What follows belongs to an exercise in optimizing a design on an open flow for small area and a short achievable clock period; a production flow would make more cautious choices.

==> inputs of job 5216 <==
Design float_ops, start of the top module:
module float_ops(
	input         clk,
	input         rst_n,
	input  [31:0] add_a,
	input  [31:0] add_b,
	output [31:0] add_out,
	input  [31:0] mul_a,
	input  [31:0] mul_b,
	output [31:0] mul_out,
	input  [31:0] cmp_a,
	input  [31:0] cmp_b,
	output        cmp_gt,
	output        cmp_eq,
	output        cmp_lt,
	input  [31:0] f2i_in,
	output [31:0] f2i_out,
	input  [31:0] i2f_in,
	output [31:0] i2f_out
);
	float_adder u_add(.clk(clk), .rst_n(rst_n), .add_a(add_a), .add_b(add_b), .adder_out(add_out));
	float_mult  u_mul(.clk(clk), .rst_n(rst_n), .mul_a(mul_a), .mul_b(mul_b), .out_a(mul_out));
	float_comp  u_cmp(.rst_n(rst_n), .clk(clk), .float_a(cmp_a), .float_b(cmp_b), .gt(cmp_gt), .eq(cmp_eq), .lt(cmp_lt));
	float2int   u_f2i(.clk(clk), .rst_n(rst_n), .float_in(f2i_in), .int_out(f2i_out));
	int2float   u_i2f(.clk(clk), .rst_n(rst_n), .int_in(i2f_in), .float_out(i2f_out));
endmodule
==> module float_adder, before the edit <==
module float_adder(clk,rst_n,add_a,add_b,adder_out);
input wire [31:0] add_a,add_b;
output wire [31:0] adder_out;
input rst_n,clk;
wire [7:0] ea = add_a[30:23];
wire [7:0] eb = add_b[30:23];
wire [8:0] dab = {1'b0, ea} - {1'b0, eb};
wire [8:0] dba = {1'b0, eb} - {1'b0, ea};
wire e_lt  = dab[8];                       
wire a_lt_b = add_a[30:0] < add_b[30:0];
wire [7:0] d    = e_lt ? dba[7:0] : dab[7:0];
wire       sat  = e_lt ? (dba[7:0] > 8'd27) : (dab[7:0] > 8'd27);
wire       near = e_lt ? (dba[7:0] <= 8'd46) : (dab[7:0] <= 8'd46);
wire [22:0] fam = add_a[22:0] & {23{near}};
wire [22:0] fbm = add_b[22:0] & {23{near}};
reg        s0, sub0, bz0, hb0;
reg [7:0]  e0;
reg [4:0]  d0;
reg [22:0] fa0, fb0;
always @(posedge clk) begin
	s0   <= a_lt_b ? add_b[31] : add_a[31];
	sub0 <= add_a[31] ^ add_b[31];
	bz0  <= ~|{add_a, add_b};
	e0   <= e_lt ? eb : ea;
	d0   <= sat ? 5'd31 : d[4:0];
	fa0  <= a_lt_b ? add_b[22:0] : add_a[22:0];
	hb0  <= near;
	fb0  <= a_lt_b ? fam : fbm;
end
wire [23:0] bm = {hb0, fb0};
wire [26:0] ar = {2'b01, fa0, 2'b00};
wire [26:0] br = {1'b0, bm, 2'b00} >> d0;
reg st;
integer k;
always @(*) begin
	st = 1'b0;
	for (k = 0; k < 24; k = k + 1)
		if ((k + 3 <= d0) && (k + 23 >= d0)) st = st | bm[k];
end
wire [26:0] r = ar + (br ^ {27{sub0}}) + {26'd0, sub0 & ~st};
reg [26:0] r1;
reg        s1, bz1, nan1;
reg [7:0]  e1;
always @(posedge clk) begin
	r1   <= r;
	s1   <= s0;
	bz1  <= bz0;
	nan1 <= &e0;
	e1   <= e0;
end
reg [4:0] ss;
integer i;
always @(*) begin
	ss = 5'd24;
	for (i = 3; i <= 26; i = i + 1)
		if (r1[i]) ss = 26 - i;
end
wire [23:0] q    = r1[26] ? r1[25:2] : (r1[25] ? r1[24:1] : r1[23:0]);
wire [22:0] fr   = q[23:1] + {22'd0, q[0]};
wire [26:0] n    = r1 << ss;
wire [22:0] frac = (r1[26] | r1[25] | r1[24]) ? fr : n[25:3];
wire        zero = bz1 | ~|r1;
reg        s2;
reg [7:0]  e2;
reg [22:0] f2;
always @(posedge clk) begin
	if (nan1) begin
		s2 <= s1;
		e2 <= 8'hff;
		f2 <= 23'd1;
	end else if (zero) begin
		s2 <= 1'b0;
		e2 <= 8'd0;
		f2 <= 23'd0;
	end else begin
		s2 <= s1;
		e2 <= e1 + 8'd1 - {3'd0, ss};
		f2 <= frac;
	end
end
assign adder_out = {s2, e2, f2};
endmodule
export LEC_CHECK = 0
export CAP_MARGIN = 20
export CORE_MARGIN = 2
export CORE_UTILIZATION = 40
export CTS_BUF_LIST = sky130_fd_sc_hd__clkbuf_4 sky130_fd_sc_hd__clkbuf_8
export CTS_CLUSTER_SIZE = 20
export SETUP_SLACK_MARGIN = 5
export SLEW_MARGIN = 20
export SYNTH_HIERARCHICAL = 1
export SYNTH_MINIMUM_KEEP_SIZE = 0
create_clock -name core_clock -period 10.0 [get_ports {clk}]
standard.sh (not shown) runs the stock make flow with config.mk's settings and CLKGATE_MAP_FILE= SYNTH_SCRIPT=/design/flow/synth_recipe.tcl, a recipe that flattens the netlist after the stock synthesis.
==> flow/flow/run.sh <==
#!/bin/bash
# Own layout flow: the standard flow (standard synthesis unchanged), with
# the ports buffered by the smallest plain buffer instead of the default
# delay-cell buffer; timing repair upsizes it where a path needs it.
set -euo pipefail
export BUFFER_PORTS_ARGS="-buffer_cell sky130_fd_sc_hd__buf_1"
bash standard.sh finish > standard_flow.log 2>&1
==> job 6886 (differences from job 5216) <==
==> flow/flow/run.sh (replaced) <==
#!/bin/bash
set -euo pipefail
export BUFFER_PORTS_ARGS="-buffer_cell sky130_fd_sc_hd__buf_1"
export SETUP_SLACK_MARGIN=5.5
bash standard.sh finish > standard_flow.log 2>&1
- CTS_BUF_LIST: sky130_fd_sc_hd__clkbuf_4 sky130_fd_sc_hd__clkbuf_8 -> not set
- CTS_CLUSTER_SIZE: 20 -> not set
- SETUP_SLACK_MARGIN: 5 -> not set
==> job 4111 (differences from job 5216) <==
--- a/flow/design.v
+++ b/flow/design.v
@@ -57,6 +57,4 @@
 end
-wire [23:0] q    = r1[26] ? r1[25:2] : (r1[25] ? r1[24:1] : r1[23:0]);
-wire [22:0] fr   = q[23:1] + {22'd0, q[0]};
 wire [26:0] n    = r1 << ss;
-wire [22:0] frac = (r1[26] | r1[25] | r1[24]) ? fr : n[25:3];
+wire [22:0] frac = n[25:3] + {22'd0, n[2]};
 wire        zero = bz1 | ~|r1;
- CORE_UTILIZATION: 40 -> 55
- CTS_BUF_LIST: sky130_fd_sc_hd__clkbuf_4 sky130_fd_sc_hd__clkbuf_8 -> not set
- CTS_CLUSTER_SIZE: 20 -> not set
==> summary.md <==
| Metric | Value |
|---|---|
| First DRT Iteration DRCs | `2519` |
| Placer congestion estimate | `0.927` |
| Most frequent cells in the layout | `388 x xnor2_1, 384 x buf_1, 367 x dfxtp_1` |
| Clock root cell | `clkbuf_8` |
| Clock Skew | `0.0278 ns` |
| Die area | `93400 µm²` |
| Status | `timing/DRC/antenna clean` |
The numbers above come from job 5216.

==> summary.md <==
| Metric | Value |
|---|---|
| First DRT Iteration DRCs | `2808` |
| Clock Skew | `0.0386 ns` |
| Clock root cell | `clkbuf_16` |
| Hold path startpoint | `u_add.bz0` |
| Placer congestion estimate | `0.923` |
| Status | `timing/DRC/antenna clean` |
| Inserted Clock Buffers | `45` |
| Most frequent cells in the layout | `380 x buf_1, 378 x xnor2_1, 345 x dfxtp_1` |
The numbers above come from job 6886.

==> summary.md <==
| Metric | Value |
|---|---|
| Status | `timing/DRC/antenna clean` |
| Clock root cell | `clkbuf_16` |
| Placer congestion estimate | `0.938` |
| Final setup fails | `0` |
| DRT Pass-1 Iters | `6` |
| First DRT Iteration DRCs | `3017` |
| Ports | `389` |
The numbers above come from job 4111.

No run of this note included a check of the RTL's function; only the layout flow was run.

-- separate check: timing with driven ports --
The flow's constraints put no driver on any port. The routed layouts listed below were extracted and timed again, unchanged, in two steps. Step 1 (the two cells are an assumption about what drives the block):
set clk [get_ports {clk}]
set_driving_cell -lib_cell sky130_fd_sc_hd__clkbuf_16 $clk
set_driving_cell -lib_cell sky130_fd_sc_hd__buf_2 [delete_from_list [all_inputs] $clk]
Step 2 also shifts input and output timing later by t, the mid clock arrival at the registers, as if the neighbouring blocks saw the same clock. a / b / c = ideal / step 1 / step 2; a / b = the first two.
| run | shift t [ns] | slack for setup (ns) | hold WS [ns] | slew at the worst register clock pin (ns) | worst data-port slew with drivers (ns) |
|---|---|---|---|---|---|
| job 5216 | 0.748 | 5.180 / 5.180 / 4.692 | 0.312 / 0.312 / 0.312 | 0.07 / 0.07 | 0.05 |
| job 6886 | 0.672 | 5.442 / 5.442 / 4.938 | 0.318 / 0.318 / 0.318 | 0.07 / 0.07 | 0.08 |
| job 4111 | 0.657 | 5.074 / 5.116 / 4.460 | 0.324 / 0.324 / 0.324 | 0.07 / 0.07 | 0.09 |
After both steps every run listed still meets setup and hold. The setup slack of job 4111, which loses most, moves by +0.042 ns with the drivers and by -0.614 ns with both steps.
